This is an optimization exercise on Yosys and OpenROAD, whose aim is small area, not a production implementation. Where RTL was checked, it was by simulation tests only, not by an equivalence proof against the original.

## wip/violet
==> flow/design.v <==
module axi4_master
(
    input  logic          clk,
    input  logic          arst,
    input  logic          io_interrupt,
    input  logic          i_write_req,
    input  logic          i_read_req,
    input  logic [ 31:0 ] i_addr,
    input  logic [ 63:0 ] i_write_data,
    input  logic [  7:0 ] i_axi_len,
    input  logic [  2:0 ] i_axi_size,
    input  logic [  1:0 ] i_axi_burst,
    input  logic [  7:0 ] i_axi_strb,
    output logic [ 63:0 ] o_read_data,
    output logic          o_axi_done,
    output logic          o_axi_handshake,
    input  logic          i_awready,
    output logic          o_awvalid,
    output logic [  3:0 ] o_awid,
    output logic [ 31:0 ] o_awaddr,
    output logic [  7:0 ] o_awlen,
    output logic [  2:0 ] o_awsize,
    output logic [  1:0 ] o_awburst,
    input  logic          i_wready,
    output logic          o_wvalid,
    output logic [ 63:0 ] o_wdata,
    output logic [  7:0 ] o_wstrb, 
    output logic          o_wlast,
    output logic          o_bready,
    input  logic          i_bvalid,
    input  logic [  3:0 ] i_bid,
    input  logic [  1:0 ] i_bresp,
    input  logic          i_arready,
    output logic          o_arvalid,
    output logic [  3:0 ] o_arid,
    output logic [ 31:0 ] o_araddr,
    output logic [  7:0 ] o_arlen,
    output logic [  2:0 ] o_arsize,
    output logic [  1:0 ] o_arburst,
    output logic          o_rready,
    input  logic          i_rvalid,
    input  logic [  3:0 ] i_rid, 
    input  logic [  1:0 ] i_rresp,
    input  logic [ 63:0 ] i_rdata,
    input  logic          i_rlast
);
    assign o_read_data = i_rdata;
    assign o_arlen     = i_axi_len;
    assign o_arsize    = i_axi_size;
    assign o_arburst   = i_axi_burst;
    assign o_awlen     = i_axi_len;
    assign o_awsize    = i_axi_size;
    assign o_awburst   = i_axi_burst;
    assign o_wdata     = i_write_data;
    logic s_w;
    logic s_a;
    logic s_d;
    logic s_idle;
    logic s_rlast;
    logic [ 7:0 ] s_count;
    logic [ 31:0 ] s_addr;
    assign s_idle    = ~( s_w | s_a | s_d );
    assign o_awvalid = s_w & s_a;
    assign o_wvalid  = s_w & s_d;
    assign o_bready  = s_w & ~s_a & ~s_d;
    assign o_arvalid = ~s_w & s_a;
    assign o_rready  = ~s_w & s_d;
    always_ff @( posedge clk, posedge arst ) begin
        if ( arst ) begin
            s_w    <= 1'b0;
            s_a    <= 1'b0;
            s_d    <= 1'b0;
            o_awid <= '0;
            o_arid <= '0;
        end
        else begin
            s_w <= ( s_idle & i_write_req ) | ( s_w & ~i_bvalid );
            s_a <= ( s_idle & ( i_write_req | i_read_req ) ) | ( s_a & ~( s_w ? i_awready : i_arready ) );
            s_d <= s_a | ( s_d & ~( ( s_count == 8'b0 ) & i_wready ) & ~s_rlast );
            if ( i_bvalid ) o_awid <= o_awid + 4'b1;
            if ( s_rlast  ) o_arid <= o_arid + 4'b1;
        end
    end
    always_ff @( posedge clk ) begin
        if ( s_idle ) o_wstrb <= i_axi_strb;
    end
    always_ff @( posedge clk ) begin
        if ( s_idle ) s_addr[ 31:8 ] <= i_addr[ 31:8 ];
    end
    always_ff @( posedge clk ) begin
        if      ( s_idle                ) s_addr[ 7:0 ] <= i_addr[ 7:0 ];
        else if ( o_awvalid & i_awready ) s_addr[ 7:0 ] <= i_axi_len;
        else if ( i_wready              ) s_addr[ 7:0 ] <= s_addr[ 7:0 ] - 8'b1;
    end
    assign o_awaddr = s_addr;
    assign o_araddr = s_addr;
    assign s_count  = s_addr[ 7:0 ];
    assign o_wlast = ~s_a & ( s_count == 8'b0 );
    assign o_axi_done = ( i_bvalid & ( i_bresp == 2'b0 ) ) | s_rlast;
    assign o_axi_handshake = i_wready | i_rvalid;
    always_ff @( posedge clk ) begin
        s_rlast <= i_rlast;
    end
endmodule
export LEC_CHECK = 0
export CAP_MARGIN = 20
export CORE_AREA = 5 5 175 175
export CTS_BUF_LIST = sky130_fd_sc_hd__clkbuf_8
export DIE_AREA = 0 0 180 180
export SLEW_MARGIN = 20
create_clock -name core_clock -period 5.0 [get_ports {clk}]
standard.sh (not shown) runs the stock make flow with config.mk's settings and CLKGATE_MAP_FILE= SYNTH_SCRIPT=/design/flow/synth_recipe.tcl, a recipe that flattens the netlist after the stock synthesis.
==> flow/flow/run.sh <==
#!/bin/bash
# Standard layout with: port buffers of the smallest buffer cell, logic cells downsized after
# placement, and a clock tree built from one buffer size without dummy loads.
export BUFFER_PORTS_ARGS="-buffer_cell sky130_fd_sc_hd__buf_1"
export POST_RESIZE_TCL=$PWD/flow/downsize.tcl
export CTS_ARGS="-sink_clustering_enable -repair_clock_nets -buf_list sky130_fd_sc_hd__clkbuf_8 -dont_use_dummy_load"
bash standard.sh > standard.log 2>&1
==> flow/flow/downsize.tcl <==
# Swap each logic cell for the smallest-area cell of the same function (same name, lowest drive),
# then let repair_design fix any slew or capacitance limit this breaks.
proc my_downsize {} {
  set db [ord::get_db]
  set block [ord::get_db_block]
  set n 0
  foreach inst [$block getInsts] {
    set master [$inst getMaster]
    set name [$master getName]
    if {![regexp {^(sky130_fd_sc_hd__[a-z0-9]+)_([0-9]+)$} $name -> base drive]} { continue }
    if {[regexp {clkdly|dly|tap|fill|decap|conb|diode} $base]} { continue }
    if {[$inst isFixed]} { continue }
    set best $master
    set best_area [expr {[$master getWidth] * [$master getHeight]}]
    foreach d {0 1 2 4} {
      set m [$db findMaster ${base}_$d]
      if {$m eq "NULL" || $m eq ""} { continue }
      set a [expr {[$m getWidth] * [$m getHeight]}]
      if {$a < $best_area} { set best $m; set best_area $a }
    }
    if {$best ne $master} {
      replace_cell [$inst getName] [$best getName]
      incr n
    }
  }
  puts "my_downsize: replaced $n cells"
}
my_downsize
estimate_parasitics -placement
repair_design
report_worst_slack -max
report_worst_slack -min
Changes in wip/ember relative to wip/violet:
--- a/flow/design.v
+++ b/flow/design.v
@@ -56,10 +56,12 @@
     logic s_a;
     logic s_d;
     logic s_idle;
+    logic s_write;
     logic s_rlast;
     logic [ 7:0 ] s_count;
     logic [ 31:0 ] s_addr;
     assign s_idle    = ~( s_w | s_a | s_d );
+    assign s_write   = s_w & ~s_a & s_d;
     assign o_awvalid = s_w & s_a;
     assign o_wvalid  = s_w & s_d;
     assign o_bready  = s_w & ~s_a & ~s_d;
@@ -74,11 +76,11 @@
             o_arid <= '0;
         end
         else begin
-            s_w <= ( s_idle & i_write_req ) | ( s_w & ~i_bvalid );
+            s_w <= ( s_idle & i_write_req ) | ( s_w & ~( o_bready & i_bvalid ) );
             s_a <= ( s_idle & ( i_write_req | i_read_req ) ) | ( s_a & ~( s_w ? i_awready : i_arready ) );
-            s_d <= s_a | ( s_d & ~( ( s_count == 8'b0 ) & i_wready ) & ~s_rlast );
-            if ( i_bvalid ) o_awid <= o_awid + 4'b1;
-            if ( s_rlast  ) o_arid <= o_arid + 4'b1;
+            s_d <= s_a | ( s_d & ~( s_w ? ( o_wlast & i_wready ) : s_rlast ) );
+            if ( o_bready & i_bvalid          ) o_awid <= o_awid + 4'b1;
+            if ( o_rready & ~s_a & s_rlast    ) o_arid <= o_arid + 4'b1;
         end
     end
     always_ff @( posedge clk ) begin
@@ -90,14 +92,14 @@
     always_ff @( posedge clk ) begin
         if      ( s_idle                ) s_addr[ 7:0 ] <= i_addr[ 7:0 ];
         else if ( o_awvalid & i_awready ) s_addr[ 7:0 ] <= i_axi_len;
-        else if ( i_wready              ) s_addr[ 7:0 ] <= s_addr[ 7:0 ] - 8'b1;
+        else if ( i_wready & o_wvalid   ) s_addr[ 7:0 ] <= s_addr[ 7:0 ] - 8'b1;
     end
     assign o_awaddr = s_addr;
     assign o_araddr = s_addr;
     assign s_count  = s_addr[ 7:0 ];
-    assign o_wlast = ~s_a & ( s_count == 8'b0 );
-    assign o_axi_done = ( i_bvalid & ( i_bresp == 2'b0 ) ) | s_rlast;
-    assign o_axi_handshake = i_wready | i_rvalid;
+    assign o_wlast = s_write & ( s_count == 8'b0 );
+    assign o_axi_done = ( ( i_bvalid ) & ( i_bresp == 2'b0 ) & ( o_bready ) ) | ( ( s_rlast ) );
+    assign o_axi_handshake = ( i_wready & o_wvalid ) | ( o_rready & i_rvalid );
     always_ff @( posedge clk ) begin
         s_rlast <= i_rlast;
     end
==> comparison <==
- wip/ember vs wip/violet, launch point of the worst path: s_addr[2]$_DFFE_PP_ vs s_addr[4]$_DFFE_PP_
- On buffer share of cell area: between wip/ember and wip/violet, it ends up higher for wip/violet.
- Summary of wip/ember over wip/violet: cell area now larger, proportion of synthesized area in mux cells increased by 0.55 points relative to the old numbers, inverter count of the layout excluding clock inverters saw a decrease, placed cell area now larger.
- In wip/ember, critical path depth is higher than in wip/violet.
For wip/violet, only the layout was checked, not whether the RTL still works.

==> separate check: timing with driven ports <==
Ports are ideal in the flow. The routed layouts listed here were re-timed in OpenROAD. Step 1 (the two cells are an assumption about what drives the block):
set clk [get_ports {clk}]
set_driving_cell -lib_cell sky130_fd_sc_hd__clkbuf_16 $clk
set_driving_cell -lib_cell sky130_fd_sc_hd__buf_2 [delete_from_list [all_inputs] $clk]
Step 2 also shifts input and output timing later by t, the mid clock arrival at the registers, as if the neighbouring blocks saw the same clock. Slacks: no drivers / after step 1 / after step 2; pairs: no drivers / after step 1.
run	t, ns	slack for setup (ns)	worst setup path after step 2	latest minus earliest clock arrival (ns)	worst register clock-pin slew, ns
wip/violet	0.353	1.951 / 1.921 / 2.273	register to output	0.023 / 0.023	0.11 / 0.11
wip/ember	0.354	1.837 / 1.801 / 2.049	register to register	0.022 / 0.022	0.12 / 0.12
After both steps setup and hold are still met in every run listed.
